Source: an optimization exercise on an open RTL-to-GDS flow (aim: small area, a short achievable clock period and few clock cycles per item). Production flows keep margins and buffers that such runs may drop. RTL that was checked went through simulation tests only; none was proved equivalent to the original. Power and IR drop assume default switching activity.

==> flow/design.v (excerpt) <==
module JAM (
input CLK,
input RST,
output reg [2:0] W,
output reg [2:0] J,
input [6:0] Cost,
output [3:0] MatchCount,
output reg [9:0] MinCost,
output reg Valid );
make LEC_CHECK=0 CAP_MARGIN=20 CORE_MARGIN=2 CORE_UTILIZATION=70 CTS_BUF_LIST=sky130_fd_sc_hd__clkbuf_4 SETUP_SLACK_MARGIN=2.0 SLEW_MARGIN=20 finish   # period 5.0 ns
run.sh (not shown) runs the stock make flow with config.mk's settings and CLKGATE_MAP_FILE= SYNTH_SCRIPT=/design/flow/synth_recipe.tcl, a recipe that flattens the netlist after the stock synthesis.
Testbench counts at the start, summed over its fixed seeds: cycles 5,819, items 24.
Next try:
CTS_BUF_LIST = not set   (was sky130_fd_sc_hd__clkbuf_4)
SETUP_SLACK_MARGIN = 2.4   (was 2.0)
Result: The changed run completed without violations. Count of clock-buffer cells in the layout went down by 132. Die area is unchanged. Setup slack got worse by 0.24 ns. Fmax is lower by 7.3%. Cell count stays flat. Via count went up by 5.6%. Hold slack gets better by 0.013 ns. Core utilization rose by 7.5 points. Clock skew goes down by 0.017 ns.
Next try:
CTS_BUF_LIST = sky130_fd_sc_hd__clkbuf_8   (was not set)
CTS_CLUSTER_SIZE = 30   (was not set)
SETUP_SLACK_MARGIN = 2.2   (was 2.4)
Worst hold slack loses 0.0057 ns.
Synthesized cell count is unchanged.
Count of clock-buffer cells in the layout goes up by 23.
Cell count goes down by 0.95%.
Synthesized area is unchanged.
Design area goes down by 6.0%.
Setup slack gains 0.13 ns.
Power goes down by 5.8%.
Wire length goes down by about 10%.
Combinational power goes down by 27%.
Next try:
CTS_BUF_LIST = not set   (was sky130_fd_sc_hd__clkbuf_8)
CTS_CLUSTER_SIZE = not set   (was 30)
SETUP_SLACK_MARGIN = 2.15   (was 2.2)
Outcome:
- worst setup slack improved by 0.19 ns
- cell area is lower by 1.4%
- non-clock buffer count decreases by 31
- wire length came out lower by 1.2%
- total power is higher by 1.6%
- sequential cell count does not change
- via count went down by 1.9%
- cell count drops by 2.5%

========
Starting RTL as in the previous note.
// JAM
module JAM (
input CLK,
input RST,
output reg [2:0] W,
output reg [2:0] J,
input [6:0] Cost,
output [3:0] MatchCount,
output reg [9:0] MinCost,
output reg Valid );
Settings: LEC_CHECK=0, CAP_MARGIN=20, CORE_MARGIN=2, CORE_UTILIZATION=70, CTS_CLUSTER_SIZE=30, SETUP_SLACK_MARGIN=2.2, SLEW_MARGIN=20; clock period 5.0 ns.
Testbench counts at the start, summed over its fixed seeds: cycles 5,819, items 24.
Change:
- CORE_UTILIZATION: 70 -> 80
- CTS_CLUSTER_SIZE: 30 -> default
After rerunning: This time the run failed in 5_1_grt (GRT-0232). Synthesized cell count stays the same. Area after synthesis stays the same.
Change:
- CORE_UTILIZATION: 80 -> 70
- CTS_BUF_LIST: default -> sky130_fd_sc_hd__clkbuf_4
What happened: With this change the flow completed without violations. Synthesized area is unchanged. Synthesized cell count does not change.
Change:
- CTS_BUF_LIST: sky130_fd_sc_hd__clkbuf_4 -> sky130_fd_sc_hd__clkbuf_8
- CTS_CLUSTER_SIZE: default -> 24
=> Clock power falls by 5.3%. Wire length goes up by 1.4%. Worst hold slack barely changes. Utilization went up by 0.26 points. Clock-buffer cell count decreases by 111.
Change:
- CORE_UTILIZATION: 70 -> 60
- CTS_BUF_LIST: sky130_fd_sc_hd__clkbuf_8 -> default
- CTS_CLUSTER_SIZE: 24 -> default
- SETUP_SLACK_MARGIN: 2.2 -> 2.0
After rerunning: Utilization goes down by 12 points; synthesized cell count does not change; clock skew goes down by 0.017 ns; setup slack gains 0.089 ns; synthesized area is unchanged; sequential power hardly moves; combinational power goes down by 15%; wire length goes down by 4.8%; die area goes up by 16%.
Change:
- CORE_UTILIZATION: 60 -> 70
- SETUP_SLACK_MARGIN: 2.0 -> 2.1
The changed run went through all stages and came out clean.
Area after synthesis stays the same.
Final cell count goes down slightly.
Final area hardly moves.
Combinational power goes up by a few percent.
Core utilization rises by 11 points.

========
== run 1 ==
Starting RTL as in the previous note.
make LEC_CHECK=0 CAP_MARGIN=20 CORE_MARGIN=2 CORE_UTILIZATION=70 SETUP_SLACK_MARGIN=2.6 SLEW_MARGIN=20 finish   # period 5.0 ns
Testbench counts of run 1, summed over its fixed seeds: cycles 5,819, items 24.
Setup changes, run 1 to run 2
- SETUP_SLACK_MARGIN changed from 2.6 to 2.0
### Flow results
- Relative to run 1, the combinational power of run 2 is lower by about 50%.
- Per the comparison of run 2 with run 1, cell count saw a decrease; total of cells resized after clock tree synthesis now smaller.
### run 2 -> run 3
- SETUP_SLACK_MARGIN now 2.2, was 2.0
==> notes.md <==
On run 3: hold slack is 0.026 ns lower than what run 2 gave. In the final reports, the cell area of run 3 is larger than that of run 2. Via count in run 3 is 136 above run 2.
Input changes introduced in run 4 (baseline for comparison: run 3):
- swapping 70 for 75 in CORE_UTILIZATION
--- outcome ---
The lower final setup slack of the worst path came out of run 4.
Looking at run 3 and run 4, the post-layout net count is a wash.
Internal portion of total power in run 4 is about 4% higher than in run 3
The multi-input gate share of the layout cell area was comparable across run 3 and run 4.
Run 4 falls short of run 3 in worst supply voltage drop on vdd.
Taking run 3 as the reference point, the post-cts sizing count of run 4 rises by 11.
The more densely filled core belongs to run 4, not run 3.
Core outline area (run 4 over run 3): decrease, 2900 µm²

========
JAM, a different RTL version from the one above (not shown whole).
Size in the first run: ~510 flip-flops, ~30 I/O pins, roughly 28000 um2 of cells after synthesis.
clock: 5.0 ns
lec_check: 0
cap_margin: 20
core_margin: 2
core_utilization: 70
setup_slack_margin: 2.3
slew_margin: 20
The first run completed without violations.
Edit:
SETUP_SLACK_MARGIN = 2.2   (was 2.3)
Count of clock-buffer cells in the layout shrinks by 6.
Non-clock buffer count shrinks by 44.
Area after synthesis stays the same.
Routed wire length shrinks by 4.0%.
First-iteration DRC count shrinks by 11%.
Synthesized cell count is unchanged.
Sequential share of layout area grows by 0.82 points.
Clock skew shrinks by 9.4 ps.
Core utilization shrinks by 1.9 points.
No functional check of the RTL was part of any run of this note.

==> port drivers added, routing unchanged <==
In the flow no input, the clock included, has a driving cell. The finished layouts below were timed again as built, in two steps.
Step 1, drivers: a clkbuf_16 drives CLK and a buf_2 each remaining input, both assumed.
Step 2 times the ports against the registers' clock, not the clock port: input delays grow and output delays shrink by t, the midpoint of the rising clock arrivals with the driver on.
Slacks: ideal ports / drivers / drivers and shift; pairs: ideal ports / drivers.
run | shift t [ns] | slack for setup (ns) | hold slack, ns | worst register clock-pin slew, ns
the first run of note 1 | 0.939 | 1.995 / 1.982 / 1.302 | 0.332 / 0.332 / 0.332 | 0.08 / 0.08
the second run of note 1 | 0.680 | 1.759 / 1.759 / 1.682 | 0.345 / 0.345 / 0.345 | 0.07 / 0.07
the third run of note 1 | 0.710 | 1.890 / 1.890 / 1.594 | 0.339 / 0.339 / 0.339 | 0.07 / 0.07
the fourth run of note 1 | 0.671 | 2.081 / 2.081 / 1.592 | 0.344 / 0.344 / 0.344 | 0.07 / 0.07
the first run of note 2 | 0.659 | 2.129 / 2.129 / 1.636 | 0.327 / 0.327 / 0.327 | 0.07 / 0.07
the third run of note 2 | 0.936 | 2.066 / 2.066 / 1.443 | 0.342 / 0.342 / 0.342 | 0.08 / 0.08
the fourth run of note 2 | 0.710 | 1.890 / 1.890 / 1.594 | 0.339 / 0.339 / 0.339 | 0.07 / 0.07
the fifth run of note 2 | 0.663 | 1.978 / 1.978 / 1.513 | 0.344 / 0.344 / 0.344 | 0.07 / 0.07
the sixth run of note 2 | 0.670 | 2.085 / 2.085 / 1.547 | 0.351 / 0.351 / 0.351 | 0.07 / 0.07
run 1 | 0.681 | 1.863 / 1.863 / 1.638 | 0.342 / 0.342 / 0.342 | 0.07 / 0.07
run 2 | 0.667 | 1.952 / 1.952 / 1.443 | 0.353 / 0.353 / 0.353 | 0.07 / 0.07
run 3 | 0.659 | 2.129 / 2.129 / 1.636 | 0.327 / 0.327 / 0.327 | 0.07 / 0.07
run 4 | 0.677 | 1.800 / 1.800 / 1.542 | 0.332 / 0.332 / 0.332 | 0.07 / 0.07
the first run of note 4 | 0.680 | 1.825 / 1.825 / 1.687 | 0.322 / 0.322 / 0.322 | 0.07 / 0.07
the second run of note 4 | 0.659 | 1.993 / 1.993 / 1.675 | 0.348 / 0.348 / 0.348 | 0.07 / 0.07
After both steps every run listed still meets setup and hold. The setup slack of the first run of note 1, which loses most, moves by -0.013 ns with the drivers and by -0.693 ns with both steps.
